Context: an optimization exercise on an open-source flow, tuned for small area. The choices shown serve that exercise and are no tape-out recipe.
At most, simulation tests tie the RTL to the original design; equivalence was not proved.
Power is estimated from default activity; no workload was simulated.

==> inputs of v38 <==
// adc_fsm
module adc_fsm ( clk, rst, start_fsm, stop_sampling, samplingInProcess, configInProcess, CSnot, SCLK, SSTRB,
                 DIN, DOUT, ADC_ValueCH1, ADC_ValueCH2, ADC_ValueCH3 , sample_updated );
==> module adc_fsm, before the edit <==
module adc_fsm ( clk, rst, start_fsm, stop_sampling, samplingInProcess, configInProcess, CSnot, SCLK, SSTRB,
                 DIN, DOUT, ADC_ValueCH1, ADC_ValueCH2, ADC_ValueCH3 , sample_updated );
input             clk;
input             rst;
input             start_fsm;
input             stop_sampling;
input             DOUT;
output            SSTRB;
output reg        DIN;
output            SCLK;
output            CSnot;
output            samplingInProcess;
output            configInProcess;
output reg [15:0] ADC_ValueCH1;
output reg [15:0] ADC_ValueCH2;
output reg [15:0] ADC_ValueCH3;
output            sample_updated;
localparam [6:0] J_A  = 7'd26,   
                 J_B  = 7'd27,   
                 J_C1 = 7'd28,
                 J_C2 = 7'd29,
                 J_C3 = 7'd30,
                 J_D0 = 7'd31,   
                 J_D1 = 7'd32,   
                 J_E1 = 7'd33,   
                 J_S1 = 7'd34,
                 J_S2 = 7'd35,
                 J_S3 = 7'd36,
                 J_W0 = 7'd37,   
                 J_W1 = 7'd38,
                 J_E2 = 7'd0;    
reg  [6:0] js;
reg  [1:0] stc;       
reg        sts;       
reg  [5:0] t;         
reg  [2:0] cw;        
wire done_spi = (t == 6'd35);
wire wait_st  = js >= J_W0;
wire adv = ((js == J_A) & start_fsm) | (js == J_B) | (js == J_D0) | (js == J_D1) | (js == J_E1) |
           (((js == J_C1) | (js == J_C2) | (js == J_C3) | (js == J_S1) | (js == J_S2) | (js == J_S3)) & done_spi) |
           wait_st;
always @(posedge clk)
  if (rst || stop_sampling)
    js <= J_A;
  else if (js == J_E2)
    js <= J_S1;
  else if (adv)
    js <= js + 7'd1;
always @(posedge clk)
  if (rst)
    stc <= 2'd0;
  else if (!stop_sampling)
    stc <= (js == J_B) ? 2'd1 :
           ((js == J_C1) & done_spi) ? 2'd2 :
           ((js == J_C2) & done_spi) ? 2'd3 : 2'd0;
always @(posedge clk)
  if (rst || stop_sampling)
    sts <= 1'b0;
  else
    sts <= (js == J_E1) | (js == J_E2) | (((js == J_S1) | (js == J_S2)) & done_spi);
assign configInProcess   = (js >= J_C1) & (js <= J_E1);
assign samplingInProcess = (js >= J_S1) | (js == J_E2);
assign sample_updated    = (js == J_W1);
assign SSTRB             = 1'b0;
wire idle  = (t == 6'd0) | done_spi;
wire start = idle & ((stc != 2'd0) | sts);
always @(posedge clk)
  if (rst)
    t <= 6'd0;
  else if (idle)
    t <= start ? 6'd1 : 6'd0;
  else
    t <= t + 6'd1;
always @(posedge clk)
  if (idle)
    cw <= (stc != 2'd0) ? {1'b1, stc == 2'd2, stc == 2'd3} : {1'b0, js == J_S2, js == J_S3};
wire t_end = (t == 6'd33) | (t == 6'd34);    
assign SCLK  = (t >= 6'd2) & (t <= 6'd33);
reg cs_hold;
assign CSnot = idle | (t_end & cs_hold);
always @(negedge clk) begin
  cs_hold <= ~rst & t_end;
  DIN     <= ~rst & ((t == 6'd1) | ((t == 6'd3) & cw[0]) | ((t == 6'd4) & cw[1]) |
                     (((t == 6'd7) | (t == 6'd8)) & cw[2]));
end
wire shift_in = (t <= 6'd33);
reg        dout_n;    
reg [15:0] ring1, ring2, ring3;
always @(negedge clk)
  dout_n <= DOUT;
always @(posedge clk) begin
  ring1 <= {ring1[14:0], ((js == J_S1) & shift_in) ? dout_n : ring1[15]};
  ring2 <= {ring2[14:0], ((js == J_S2) & shift_in) ? dout_n : ring2[15]};
  ring3 <= {ring3[14:0], ((js == J_S3) & shift_in) ? dout_n : ring3[15]};
end
wire ld_g = (js == J_W0) & ~rst;    
wire ld_h = (js != J_W0) & ~rst;    
wire [47:0] ch_new = {ring1[9:0], ring1[15:10], ring2[5:0], ring2[15:6], ring3[1:0], ring3[15:2]};
wire [47:0] ch_q   = {ADC_ValueCH1, ADC_ValueCH2, ADC_ValueCH3};
wire [47:0] ch_d   = ({48{ld_g}} & ch_new) | ({48{ld_h}} & ch_q);
always @(posedge clk)
  {ADC_ValueCH1, ADC_ValueCH2, ADC_ValueCH3} <= ch_d;
endmodule
==> flow/config.mk <==
export PLATFORM = sky130hd
export DESIGN_NAME = adc_fsm
export DESIGN_NICKNAME = adc_fsm
export VERILOG_FILES = /design/flow/design.v
export SDC_FILE = /design/flow/constraint.sdc
export NUM_CORES = 4
export LEC_CHECK = 0
export CAP_MARGIN = 20
export CORE_MARGIN = 2
export CORE_UTILIZATION = 40
export SLEW_MARGIN = 20
==> flow/constraint.sdc <==
create_clock -name core_clock -period 8.0 [get_ports {clk}]
set_input_delay 1.6000 -clock core_clock [delete_from_list [all_inputs] [get_ports {clk}]]
set_output_delay 1.6000 -clock core_clock [all_outputs]
set_load 0.01 [all_outputs]
run.sh (not shown) runs the stock make flow with config.mk's settings and CLKGATE_MAP_FILE= SYNTH_SCRIPT=/design/flow/synth_recipe.tcl, a recipe that flattens the netlist after the stock synthesis.
==> inputs of v8, as changes to v38 <==
==> flow/design.v (replaced) <==
`timescale 1ns / 1ps
module adc_fsm ( clk, rst, start_fsm, stop_sampling, samplingInProcess, configInProcess, CSnot, SCLK, SSTRB,
                 DIN, DOUT, ADC_ValueCH1, ADC_ValueCH2, ADC_ValueCH3 , sample_updated );
input             clk;
input             rst;
input             start_fsm;
input             stop_sampling;
input             DOUT;
output            SSTRB;
output reg        DIN;
output            SCLK;
output            CSnot;
output            samplingInProcess;
output            configInProcess;
output reg [15:0] ADC_ValueCH1;
output reg [15:0] ADC_ValueCH2;
output reg [15:0] ADC_ValueCH3;
output            sample_updated;
localparam [3:0] J_A  = 4'd0,    
                 J_B  = 4'd1,    
                 J_C1 = 4'd2,    
                 J_C2 = 4'd3,
                 J_C3 = 4'd4,
                 J_D0 = 4'd5,    
                 J_D1 = 4'd6,    
                 J_E1 = 4'd7,    
                 J_S1 = 4'd12,   
                 J_S2 = 4'd13,
                 J_S3 = 4'd14,   
                 J_E2 = 4'd15;   
localparam [6:0] T_DONE = 7'd35,
                 T_W0   = 7'd37,
                 T_W1   = 7'd38,
                 T_WEND = 7'd127;
reg  [3:0] js;
reg  [1:0] stc;       
reg        sts;       
reg  [6:0] t;
reg  [2:0] cw;        
wire done_spi = (t == T_DONE);
wire waiting  = (t >= T_W0);
wire adv = ((js == J_A) & start_fsm) | (js == J_B) | (js == J_D0) | (js == J_D1) |
           (((js == J_C1) | (js == J_C2) | (js == J_C3) | (js == J_S1) | (js == J_S2)) & done_spi) |
           ((js == J_S3) & (t == T_WEND));
always @(posedge clk)
  if (rst || stop_sampling)
    js <= J_A;
  else if (js == J_E1 || js == J_E2)
    js <= J_S1;
  else if (adv)
    js <= js + 4'd1;
always @(posedge clk)
  if (rst)
    stc <= 2'd0;
  else if (!stop_sampling)
    stc <= (js == J_B) ? 2'd1 :
           ((js == J_C1) & done_spi) ? 2'd2 :
           ((js == J_C2) & done_spi) ? 2'd3 : 2'd0;
always @(posedge clk)
  if (rst || stop_sampling)
    sts <= 1'b0;
  else
    sts <= (js == J_E1) | (js == J_E2) | (((js == J_S1) | (js == J_S2)) & done_spi);
assign configInProcess   = (js >= J_C1) & (js <= J_E1);
assign samplingInProcess = (js >= J_S1);
assign sample_updated    = (t == T_W1);
assign SSTRB             = 1'b0;
wire idle  = (t == 7'd0) | done_spi;
wire start = idle & ((stc != 2'd0) | sts);
always @(posedge clk)
  if (rst)
    t <= 7'd0;
  else if (idle)
    t <= start ? 7'd1 : (done_spi & (js == J_S3) & ~stop_sampling) ? T_W0 : 7'd0;
  else if (waiting & stop_sampling)
    t <= 7'd0;
  else
    t <= t + 7'd1;
always @(posedge clk)
  if (idle)
    cw <= (stc != 2'd0) ? {1'b1, stc == 2'd2, stc == 2'd3} : {1'b0, js == J_S2, js == J_S3};
wire t_end = (t == 7'd33) | (t == 7'd34);    
assign SCLK  = (t >= 7'd2) & (t <= 7'd33);
reg cs_hold;
assign CSnot = ~((t >= 7'd1) & (t <= 7'd34)) | (t_end & cs_hold);
always @(negedge clk) begin
  cs_hold <= ~rst & t_end;
  DIN     <= ~rst & ((t == 7'd1) | ((t == 7'd3) & cw[0]) | ((t == 7'd4) & cw[1]) |
                     (((t == 7'd7) | (t == 7'd8)) & cw[2]));
end
wire shift_in = (t <= 7'd33);
reg        dout_n;    
reg [15:0] ring1, ring2, ring3;
always @(negedge clk)
  dout_n <= DOUT;
always @(posedge clk) begin
  ring1 <= {ring1[14:0], ((js == J_S1) & shift_in) ? dout_n : ring1[15]};
  ring2 <= {ring2[14:0], ((js == J_S2) & shift_in) ? dout_n : ring2[15]};
  ring3 <= {ring3[14:0], ((js == J_S3) & shift_in) ? dout_n : ring3[15]};
end
wire ld_g, ld_h;
adc_fsm_load u_load (.t(t), .rst(rst), .ld_g(ld_g), .ld_h(ld_h));
wire [47:0] ch_new = {ring1[9:0], ring1[15:10], ring2[5:0], ring2[15:6], ring3[1:0], ring3[15:2]};
wire [47:0] ch_q   = {ADC_ValueCH1, ADC_ValueCH2, ADC_ValueCH3};
wire [47:0] ch_d   = ({48{ld_g}} & ch_new) | ({48{ld_h}} & ch_q);
always @(posedge clk)
  {ADC_ValueCH1, ADC_ValueCH2, ADC_ValueCH3} <= ch_d;
endmodule
module adc_fsm_load ( t, rst, ld_g, ld_h );
input  [6:0] t;
input        rst;
output       ld_g;
output       ld_h;
assign ld_g = (t == 7'd37) & ~rst;
assign ld_h = (t != 7'd37) & ~rst;
endmodule
==> flow/flow/run.sh (new file) <==
#!/bin/bash
# Standard layout (the standard.sh: ORFS from synthesis to the final layout) with
# two changes to the ORFS defaults:
#  - ports are buffered with the smallest buffer (buf_1);
#  - clock tree synthesis uses the buffers in CTS_BUFS and inserts no dummy loads.
# make's full output goes to flow_make.log in this folder; ORFS's own per-step logs
# are under orfs/logs/.
set -euo pipefail
CTS_BUFS="sky130_fd_sc_hd__clkbuf_4"
export BUFFER_PORTS_ARGS="-buffer_cell sky130_fd_sc_hd__buf_1"
export CTS_ARGS="-sink_clustering_enable -repair_clock_nets -buf_list $CTS_BUFS -dont_use_dummy_load"
bash standard.sh > flow_make.log 2>&1
==> flow/standard.sh (new file) <==
#!/bin/bash
# synth_recipe.tcl (not shown) runs the flow's synth.tcl, then flattens the netlist and writes it again
# the make line also repeats each setting of config.mk as NAME=value (left out here)
make -C /OpenROAD-flow-scripts/flow DESIGN_CONFIG=/design/flow/config.mk WORK_HOME=/design/flow/orfs CLKGATE_MAP_FILE= SYNTH_SCRIPT=/design/flow/synth_recipe.tcl "${@:-finish}"
- CORE_UTILIZATION: 40 -> 65
- SYNTH_HIERARCHICAL: unset -> 1
- SYNTH_MINIMUM_KEEP_SIZE: unset -> 0
removed: flow/run.sh
==> inputs of v12, as changes to v38 <==
==> flow/design.v (replaced) <==
`timescale 1ns / 1ps
module adc_fsm ( clk, rst, start_fsm, stop_sampling, samplingInProcess, configInProcess, CSnot, SCLK, SSTRB,
                 DIN, DOUT, ADC_ValueCH1, ADC_ValueCH2, ADC_ValueCH3 , sample_updated );
input             clk;
input             rst;
input             start_fsm;
input             stop_sampling;
input             DOUT;
output            SSTRB;
output reg        DIN;
output            SCLK;
output            CSnot;
output            samplingInProcess;
output            configInProcess;
output reg [15:0] ADC_ValueCH1;
output reg [15:0] ADC_ValueCH2;
output reg [15:0] ADC_ValueCH3;
output            sample_updated;
localparam [3:0] J_A  = 4'd0,    
                 J_B  = 4'd1,    
                 J_C1 = 4'd2,    
                 J_C2 = 4'd3,
                 J_C3 = 4'd4,
                 J_D0 = 4'd5,    
                 J_D1 = 4'd6,    
                 J_E1 = 4'd7,    
                 J_S1 = 4'd12,   
                 J_S2 = 4'd13,
                 J_S3 = 4'd14,   
                 J_E2 = 4'd15;   
localparam [6:0] T_DONE = 7'd35,
                 T_W0   = 7'd37,
                 T_W1   = 7'd38,
                 T_WEND = 7'd127;
reg  [3:0] js;
reg  [1:0] stc;       
reg        sts;       
reg  [6:0] t;
reg  [2:0] cw;        
wire done_spi = (t == T_DONE);
wire waiting  = (t >= T_W0);
wire adv = ((js == J_A) & start_fsm) | (js == J_B) | (js == J_D0) | (js == J_D1) |
           (((js == J_C1) | (js == J_C2) | (js == J_C3) | (js == J_S1) | (js == J_S2)) & done_spi) |
           ((js == J_S3) & (t == T_WEND));
always @(posedge clk)
  if (rst || stop_sampling)
    js <= J_A;
  else if (js == J_E1 || js == J_E2)
    js <= J_S1;
  else if (adv)
    js <= js + 4'd1;
always @(posedge clk)
  if (rst)
    stc <= 2'd0;
  else if (!stop_sampling)
    stc <= (js == J_B) ? 2'd1 :
           ((js == J_C1) & done_spi) ? 2'd2 :
           ((js == J_C2) & done_spi) ? 2'd3 : 2'd0;
always @(posedge clk)
  if (rst || stop_sampling)
    sts <= 1'b0;
  else
    sts <= (js == J_E1) | (js == J_E2) | (((js == J_S1) | (js == J_S2)) & done_spi);
assign configInProcess   = (js >= J_C1) & (js <= J_E1);
assign samplingInProcess = (js >= J_S1);
assign sample_updated    = (t == T_W1);
assign SSTRB             = 1'b0;
wire idle  = (t == 7'd0) | done_spi;
wire start = idle & ((stc != 2'd0) | sts);
always @(posedge clk)
  if (rst)
    t <= 7'd0;
  else if (idle)
    t <= start ? 7'd1 : (done_spi & (js == J_S3) & ~stop_sampling) ? T_W0 : 7'd0;
  else if (waiting & stop_sampling)
    t <= 7'd0;
  else
    t <= t + 7'd1;
always @(posedge clk)
  if (idle)
    cw <= (stc != 2'd0) ? {1'b1, stc == 2'd2, stc == 2'd3} : {1'b0, js == J_S2, js == J_S3};
wire t_end = (t == 7'd33) | (t == 7'd34);    
assign SCLK  = (t >= 7'd2) & (t <= 7'd33);
reg cs_hold;
assign CSnot = ~((t >= 7'd1) & (t <= 7'd34)) | (t_end & cs_hold);
always @(negedge clk) begin
  cs_hold <= ~rst & t_end;
  DIN     <= ~rst & ((t == 7'd1) | ((t == 7'd3) & cw[0]) | ((t == 7'd4) & cw[1]) |
                     (((t == 7'd7) | (t == 7'd8)) & cw[2]));
end
wire shift_in = (t <= 7'd33);
reg        dout_n;    
reg [15:0] ring1, ring2, ring3;
always @(negedge clk)
  dout_n <= DOUT;
always @(posedge clk) begin
  ring1 <= {ring1[14:0], ((js == J_S1) & shift_in) ? dout_n : ring1[15]};
  ring2 <= {ring2[14:0], ((js == J_S2) & shift_in) ? dout_n : ring2[15]};
  ring3 <= {ring3[14:0], ((js == J_S3) & shift_in) ? dout_n : ring3[15]};
end
wire ld_g = (t == T_W0) & ~rst;    
wire ld_h = (t != T_W0) & ~rst;    
wire [47:0] ch_new = {ring1[9:0], ring1[15:10], ring2[5:0], ring2[15:6], ring3[1:0], ring3[15:2]};
wire [47:0] ch_q   = {ADC_ValueCH1, ADC_ValueCH2, ADC_ValueCH3};
wire [47:0] ch_d   = ({48{ld_g}} & ch_new) | ({48{ld_h}} & ch_q);
always @(posedge clk)
  {ADC_ValueCH1, ADC_ValueCH2, ADC_ValueCH3} <= ch_d;
endmodule
==> flow/flow/run.sh (new file) <==
#!/bin/bash
# Standard layout (the standard.sh: ORFS from synthesis to the final layout) with
# two changes to the ORFS defaults:
#  - ports are buffered with the smallest buffer (buf_1);
#  - clock tree synthesis uses clkbuf_8 and inserts no dummy loads.
# make's full output goes to flow_make.log in this folder; ORFS's own per-step logs
# are under orfs/logs/.
set -euo pipefail
export BUFFER_PORTS_ARGS="-buffer_cell sky130_fd_sc_hd__buf_1"
export CTS_ARGS="-sink_clustering_enable -repair_clock_nets -buf_list sky130_fd_sc_hd__clkbuf_8 -dont_use_dummy_load"
bash standard.sh > flow_make.log 2>&1
==> flow/standard.sh (new file) <==
#!/bin/bash
# synth_recipe.tcl (not shown) runs the flow's synth.tcl, then flattens the netlist and writes it again
# the make line also repeats each setting of config.mk as NAME=value (left out here)
make -C /OpenROAD-flow-scripts/flow DESIGN_CONFIG=/design/flow/config.mk WORK_HOME=/design/flow/orfs CLKGATE_MAP_FILE= SYNTH_SCRIPT=/design/flow/synth_recipe.tcl "${@:-finish}"
removed: flow/run.sh
==> inputs of v4, as changes to v38 <==
--- a/flow/design.v
+++ b/flow/design.v
@@ -36,5 +36,5 @@
 reg  [5:0] t;         
+reg        done_spi;
 reg  [2:0] cw;        
-wire done_spi = (t == 6'd35);
-wire wait_st  = js >= J_W0;
+wire wait_st = js >= J_W0;
 wire adv = ((js == J_A) & start_fsm) | (js == J_B) | (js == J_D0) | (js == J_D1) | (js == J_E1) |
@@ -65,11 +65,17 @@
 assign SSTRB             = 1'b0;
-wire idle  = (t == 6'd0) | done_spi;
+wire idle  = (t == 6'd0);
 wire start = idle & ((stc != 2'd0) | sts);
 always @(posedge clk)
-  if (rst)
-    t <= 6'd0;
-  else if (idle)
-    t <= start ? 6'd1 : 6'd0;
-  else
-    t <= t + 6'd1;
+  if (rst) begin
+    t        <= 6'd0;
+    done_spi <= 1'b0;
+  end else begin
+    done_spi <= (t == 6'd34);
+    if (idle)
+      t <= start ? 6'd1 : 6'd0;
+    else if (t == 6'd34)
+      t <= 6'd0;
+    else
+      t <= t + 6'd1;
+  end
 always @(posedge clk)
@@ -77,8 +83,7 @@
     cw <= (stc != 2'd0) ? {1'b1, stc == 2'd2, stc == 2'd3} : {1'b0, js == J_S2, js == J_S3};
-wire t_end = (t == 6'd33) | (t == 6'd34);    
 assign SCLK  = (t >= 6'd2) & (t <= 6'd33);
 reg cs_hold;
-assign CSnot = idle | (t_end & cs_hold);
+assign CSnot = idle | (((t == 6'd33) | (t == 6'd34)) & cs_hold);
 always @(negedge clk) begin
-  cs_hold <= ~rst & t_end;
+  cs_hold <= ~rst & ((t == 6'd33) | (t == 6'd34));
   DIN     <= ~rst & ((t == 6'd1) | ((t == 6'd3) & cw[0]) | ((t == 6'd4) & cw[1]) |
@@ -86,11 +91,8 @@
 end
-wire shift_in = (t <= 6'd33);
-reg        dout_n;    
-reg [15:0] ring1, ring2, ring3;
-always @(negedge clk)
-  dout_n <= DOUT;
-always @(posedge clk) begin
-  ring1 <= {ring1[14:0], ((js == J_S1) & shift_in) ? dout_n : ring1[15]};
-  ring2 <= {ring2[14:0], ((js == J_S2) & shift_in) ? dout_n : ring2[15]};
-  ring3 <= {ring3[14:0], ((js == J_S3) & shift_in) ? dout_n : ring3[15]};
+reg [18:0] sr;
+reg [15:0] ring1, ring2;
+always @(negedge clk) begin
+  sr    <= {sr[17:0], DOUT};
+  ring1 <= {ring1[14:0], (js == J_S1) ? sr[1] : ring1[15]};
+  ring2 <= {ring2[14:0], (js == J_S2) ? sr[1] : ring2[15]};
 end
@@ -98,3 +100,3 @@
 wire ld_h = (js != J_W0) & ~rst;    
-wire [47:0] ch_new = {ring1[9:0], ring1[15:10], ring2[5:0], ring2[15:6], ring3[1:0], ring3[15:2]};
+wire [47:0] ch_new = {ring1[8:0], ring1[15:9], ring2[4:0], ring2[15:5], sr[18:3]};
 wire [47:0] ch_q   = {ADC_ValueCH1, ADC_ValueCH2, ADC_ValueCH3};
==> comparison <==
Non-clock buffer count is the same in v12 and v38.
Routed wire length: v8 is smaller than v38 (about 20%).
Power, highest first: v4, v38, v12, v8.
Utilization, highest first: v8, v4, v38, v12.
Via count: v4 > v38 > v12 > v8.
The RTL of v12 was laid out without a check of its function.
